Background: an optimization exercise with open tools, aiming at small area. Do not read the settings as production practice. Function was checked by simulation only, so behaviour that the tests miss may differ from the original. Power and IR drop assume default switching activity.

## flow/design.v

```verilog
`timescale 1ns / 1ps
module clock(
input clk,
input rst,
input hours_increment,
input hours_decrement,
input mins_increment,
input mins_decrement,
output [7:0] SEG,
output [5:0] ENABLE
    );
localparam  one_sec = 11999;  
reg [13:0] count;
reg [3:0] seconds;
reg [3:0] t_secs;
reg [3:0] minutes;
reg [3:0] t_mins;
reg [3:0] hours;
reg [3:0] t_hours;
wire hour_inc, hour_dec, min_inc, min_dec;
debouncer inst1 (.CLK(clk), .rst(rst), .switch_input(hours_increment), .trans_dn(hour_inc));
debouncer inst2 (.CLK(clk), .rst(rst), .switch_input(hours_decrement), .trans_dn(hour_dec));
debouncer inst3 (.CLK(clk), .rst(rst), .switch_input(mins_increment), .trans_dn(min_inc));
debouncer inst4 (.CLK(clk), .rst(rst), .switch_input(mins_decrement), .trans_dn(min_dec));
refresh in(.clk(clk), .rst(rst), .seconds(seconds), .t_secs(t_secs), .minutes(minutes), .t_mins(t_mins), .hours(hours), .t_hours(t_hours) ,  .SEG(SEG), .ENABLE(ENABLE));  
always @(posedge clk)
if (rst)
begin
	count <= 0;
	seconds <= 0;
	t_secs <= 0;
	minutes <= 0;
	t_mins <= 0;
	hours <= 0;
	t_hours <= 0;
end
else
begin
	if(hour_inc)
	 begin
		hours <= hours + 1;
		if (hours == 9 && t_hours == 0)
		 begin
			hours <= 0;
			t_hours <= 1;
		 end
		if (hours == 2 && t_hours == 1)
		 begin
			hours <= 1;
			t_hours <= 0;
		 end
	 end
	else if (hour_dec)
	 begin
		hours <= hours - 1;
		if (t_hours == 1 && hours == 0)
		 begin
			t_hours <= 0;
			hours <= 9;
		 end
		if (t_hours == 0 && hours == 1)
		 begin
			t_hours <= 1;
			hours <= 2;
		 end
	 end
	else if (min_inc)
	 begin
		minutes <= minutes + 1;
		if (minutes == 9 && t_mins < 5)
		 begin
			minutes <= 0;
			t_mins <= t_mins + 1;
		 end
		if (minutes == 9 && t_mins == 5)
		 begin
			minutes <= 0;
			t_mins <= 0;
		 end
	 end
	else if (min_dec)
	 begin
		minutes <= minutes - 1;
		if (minutes == 0 && t_mins > 0)
		 begin
			minutes <= 9;
			t_mins <= t_mins - 1;
		 end
		if (minutes == 0 && t_mins == 0)
		 begin
			t_mins <= 5;
			minutes <= 9;
		 end
	 end
	count <= count + 1;
	if (count == one_sec)
	begin
		count <= 0;
		seconds <= seconds + 1;
		if (seconds == 9)
		begin
			seconds <= 0;
			t_secs <= t_secs + 1;
			if (t_secs == 5)
			 begin
				t_secs <= 0;
				minutes <= minutes + 1;
				if (minutes == 9)
			    	begin
					minutes <= 0;
					t_mins <= t_mins + 1;
					if (t_mins == 5)
						begin
						t_mins <= 0;
						hours <= hours + 1;
						if (hours == 9 && t_hours == 0)
							begin
								hours <= 0;
								t_hours <= t_hours + 1;	
							end
						if (hours == 2 && t_hours == 1)
							begin
								t_hours <= 0;
								hours <= 1;
							end
						end	
				 end
			end
		end
	end
end
endmodule
module debouncer(
    input CLK,
    input rst,
    input switch_input,
    output reg state,
    output trans_up,
    output trans_dn
    );
reg sync_0, sync_1;
always @(posedge CLK) 
begin
  if (rst) sync_0 <= 1'b0;
  else sync_0 <= switch_input;
end
always @(posedge CLK) 
begin
  if (rst) sync_1 <= 1'b0;
  else sync_1 <= sync_0;
end
reg [6:0] count;
wire idle = (state == sync_1);
wire finished = &count;	 
always @(posedge CLK)
begin
  if (rst)
  begin
    count <= 0;
    state <= 0;
  end
  else if (idle)
  begin
    count <= 0;
  end
  else 
  begin
    count <= count + 7'd1;  
    if (finished)
    begin
      state <= ~state;  
    end
  end
end
assign trans_dn = ~idle & finished & ~state;
assign trans_up = ~idle & finished & state;
endmodule
module refresh(
    input clk,
    input rst,
    input [3:0] seconds, t_secs, minutes, t_mins, hours, t_hours,
    output [7:0] SEG,
    output reg [5:0] ENABLE
    );
localparam refresh_rate = 49;	 
reg [3:0] digit_data;
reg [2:0] digit_posn;
reg [23:0] prescaler;
to_7_seg decoder(.clk (clk), .rst(rst), .SEG(SEG), .count (digit_data));   
always @(posedge clk)
if (rst)
begin
  ENABLE <= 6'b000000;
  prescaler <= 0;
  digit_posn <= 0;
  digit_data <= 0;
end
else
begin
  prescaler <= prescaler + 24'd1;
  if (prescaler == refresh_rate)
  begin
    ENABLE <= 6'b111111;	
    prescaler <= 0;
    digit_posn <= digit_posn + 3'd1;
    if (digit_posn == 0)
    begin
      ENABLE <= 6'b111110;
      digit_data <= seconds;
    end
    else if (digit_posn == 3'd1)
    begin
      ENABLE <= 6'b111101;
      digit_data <= t_secs;
    end
    else if (digit_posn == 3'd2)
    begin
      ENABLE <= 6'b111011;
      digit_data <= minutes;
    end
    else if (digit_posn == 3'd3)
    begin
      ENABLE <= 6'b110111;
      digit_data <= t_mins;	
    end
    else if (digit_posn == 3'd4)
    begin
      ENABLE <= 6'b101111;
      digit_data <= hours;	
    end
    else  
    begin
      ENABLE <= 6'b011111;
      digit_data <= t_hours;
      digit_posn <= 0;	
    end
  end
end
endmodule
module to_7_seg(
		input clk,
		input rst,
		input  [3:0] count,
		output reg [7:0] SEG
    );
always @(posedge clk)
if (rst)
	SEG <= 8'b00000000;
else
begin
	case(count)
	4'd0: SEG <= 8'b11111100;
	4'd1: SEG <= 8'b01100000;
	4'd2: SEG <= 8'b11011010;
	4'd3: SEG <= 8'b11110010;
	4'd4: SEG <= 8'b01100110;
	4'd5: SEG <= 8'b10110110;
	4'd6: SEG <= 8'b10111110;
	4'd7: SEG <= 8'b11100000;
	4'd8: SEG <= 8'b11111110;
	4'd9: SEG <= 8'b11110110;
	default: SEG <= 8'b00000000;
	endcase
end
endmodule
```

## flow/run.sh

```bash
#!/bin/bash
# synth_recipe.tcl (not shown) runs the flow's synth.tcl, then flattens the netlist and writes it again
# the make line also repeats each setting of config.mk as NAME=value (left out here)
make -C /OpenROAD-flow-scripts/flow DESIGN_CONFIG=/design/flow/config.mk WORK_HOME=/design/flow/orfs CLKGATE_MAP_FILE= SYNTH_SCRIPT=/design/flow/synth_recipe.tcl finish
```

## flow/config.mk

```make
export PLATFORM = sky130hd
export DESIGN_NAME = clock
export DESIGN_NICKNAME = clock
export VERILOG_FILES = /design/flow/design.v
export SDC_FILE = /design/flow/constraint.sdc
export NUM_CORES = 4
export LEC_CHECK = 0
export CAP_MARGIN = 20
export CORE_MARGIN = 2
export CORE_UTILIZATION = 40
export PLACE_DENSITY = 0.6
export SLEW_MARGIN = 20
```

## flow/constraint.sdc

```tcl
create_clock -name core_clock -period 10.0 [get_ports {clk}]
set_input_delay 2.0000 -clock core_clock [delete_from_list [all_inputs] [get_ports {clk}]]
set_output_delay 2.0000 -clock core_clock [all_outputs]
set_load 0.01 [all_outputs]
```

==> impl_metrics.json <==
{
  "reg2reg_slack_ns": 7.26,
  "slew_headroom": 0.364,
  "antenna_cells": 0,
  "cts_hold_buf": 0,
  "max_stage_delay_ns": 0.55,
  "multiInputGateArea_um2": 3520,
  "path_clk_slew_ns": 0.05,
  "synth_common_cells": "dfxtp_1, nor2_1, nand2_1, a21oi_1, nand3_1",
  "syn_area_um2": 6200,
  "num-fill-cells": 1419,
  "cts.htree.levels": 4,
  "ys_warn_count": 4,
  "pre_cts_slack_ns": 6.25,
  "numPortBuffers": 18,
  "drive_gt1_frac": 0.0615,
  "required_ns": 8.00,
  "crit_arrival_ns": 1.33,
  "crit_path_end_kind": "primary output",
  "yosys.area.top_type": "dfxtp_1",
  "grt_overflow": 0,
  "rsz0062_at_grt": "false",
  "top_level_ports": 20,
  "grt_pass1_vias": 4912,
  "worst_slack_ns": 6.67,
  "gp_congestion": 0.810,
  "antenna_found_initial": 0,
  "placed_area_um2": 6510,
  "core-area_um2": 15100,
  "cts-buffers-inserted": 17,
  "slew_viol_final": 0,
  "syn_to_final_growth_pct": 15.5,
  "finalSetupTns_ns": 0,
  "finalClockSkew_ns": 0.00729,
  "track_usage": 0.161,
  "fin_crit_ns": 3.33,
  "cts-root-buf": "clkbuf_16",
  "post_cts_buffers": 0,
  "period_share": 0.333,
  "cts_tree": "built",
  "wire_per_inst_um": 13.2,
  "rows": 45,
  "die_w_um": 128,
  "grt_pass1_wl_mm": 21.7,
  "synth_cells": 741,
  "power.leakage_nw": 2.61,
  "final_antenna_net_count": 0,
  "synth_seq_cells": 122,
  "wl_mm": 12.6,
  "drt-vias-per-instance": 5.33,
  "avgSynthCellArea_um2": 8.37,
  "crit_path_max_fanout": 2,
  "synthArstFlopShare": 0,
  "clk_path_buf_depth": 2,
  "start_util": 0.409,
  "path_cells": "clkdlybuf4s50_1",
  "yosysMostFrequentCell": "dfxtp_1",
  "worst_path_max_delay_cell": "clkdlybuf4s50_1",
  "drtIter0Drc": 313,
  "cp-start-kind": "register",
  "die-area_um2": 16500,
  "nets": 790,
  "place_hpwl_mm": 8.70,
  "ff_latch_area_um2": 2440,
  "synth_top_cell_area_share": 0.394,
  "ys.flop_type": "dfxtp_1",
  "path_class": "register to primary output",
  "drc": 0,
  "holdCritPathClass": "register to register",
  "clk_latency_ns": 0.42,
  "fmaxAchievable_mhz": 301,
  "status": "timing/DRC/antenna clean",
  "grt_max_degree": 64,
  "drv_cap": 0,
  "die_h_um": 128,
  "syn_nets": 780,
  "final-setup-viol-count": 0,
  "clock_sinks": 122,
  "synth.distinct_cells": 68,
  "hold_viol": 0,
  "critical_path.top_delay_family": "buffers and inverters",
  "ys_seq_area_frac": 0.394,
  "power.density_nw_per_um2": 167,
  "ir_drop_mv": 0.125,
  "tightest_slew_ns": 0.947,
  "synth_area_leaders": "dfxtp_1, nor2_1, ha_1",
  "cts_resized": 0,
  "synth_edf_count": 0,
  "vias": 5071,
  "crit_buf_inv": 1,
  "dr.pass1.iters": 5,
  "stdcell_area_um2": 7160
}
## area by class of cell
| type | instances | share of cell area |
|---|---|---|
| sequential | 122 | 0.341 |
| tap | 188 | 0.0328 |
| multi-input combinational | 558 | 0.491 |
| clock buffer | 25 | 0.0692 |
| timing repair buffer | 20 | 0.0266 |
| inverter | 32 | 0.0168 |
| clock inverter | 7 | 0.0224 |
## state kept, by name (all words and copies together), names as in the netlist, 4 cells and up
register	cells
count	14
minutes	4
hours	4
seconds	4
t_hours	4
inst2.count	7
t_mins	4
t_secs	4
in.prescaler	24
inst4.count	7
in.decoder.SEG	7
inst1.count	7
inst3.count	7
in.ENABLE	6
in.digit_data	4
## routing by layer
metal,vias to the layer above,global-route usage,part of all wire
met5,-,0,0
met4,0,0.0806,0.022
met3,23,0.0395,0.027
met2,70,0.265,0.46
met1,2391,0.196,0.49
li1,2587,-,-
## final timing paths
path,start,to,cells past startpoint
worst max-delay path,in.ENABLE[5],ENABLE[5],1
worst min-delay path,inst3.sync_0,inst3.sync_1,1
worst max register to register,count[0],t_mins[3],7
worst min register to register,inst3.sync_0,inst3.sync_1,1
## cells by family (layout without fill, tap and decap cells)
logic type,count (synthesis),count (layout),synth area share
flip-flops,122,122,0.394
XOR/XNOR,56,56,0.0791
adder cells (fa/ha/maj),33,33,0.0666
multiplexers,13,13,0.0212
AND/OR/NAND/NOR,334,334,0.279
buffers and inverters,61,84,0.0383
other,1,1,0.000605
AO/OA/AOI/OAI,121,121,0.121
## cell usage in the layout, fill, tap and decap left out, types with 22 or more instances in the layout
cell type    n
a21oi_1     39
dfxtp_1    122
ha_1        33
inv_1       32
nand2_1     50
nand3_1     35
nor2_1     115
nor3_1      22
o21ai_0     30
xnor2_1     26
xor2_1      30
## through the flow
stage	util	total power [mW]	cells	hold slack [ns]
global placement	0.430	0.526	920	0.419
floorplan	-	0.519	741	0.413
detailed placement	0.430	0.526	920	0.425
CTS	0.473	1.21	952	0.434
finish	0.473	1.19	952	0.433
global route	0.473	1.23	952	0.453
## where the power goes
group / switching, mW / internal (mW)
Combinational: 0.0119 / 0.00824
Clock: 0.209 / 0.468
Sequential: 0.00376 / 0.492

-- afterwards: timing with drivers on the ports --
The results above use ideal ports. As a check the final layout listed here was re-extracted and re-timed, cells and wires unchanged. Step 1 sets driving cells, clkbuf_16 on the clock port and buf_2 on the other inputs (assumed; they add their load-dependent delay and slew). Step 2 moves the port delays by t, midway between the first and last clock arrival at a register: inputs arrive t later, outputs are due t later. That takes back most of the time a late clock gives input paths. Slacks: ideal ports / drivers / drivers and shift; pairs: ideal ports / drivers.
shift t [ns]: 0.451
setup WS [ns]: 6.672 / 6.636 / 6.276
worst setup path after step 2: input to register
After both steps this run still meets setup and hold. For this run, drivers alone change the setup slack by -0.036 ns; drivers and shift together by -0.396 ns.
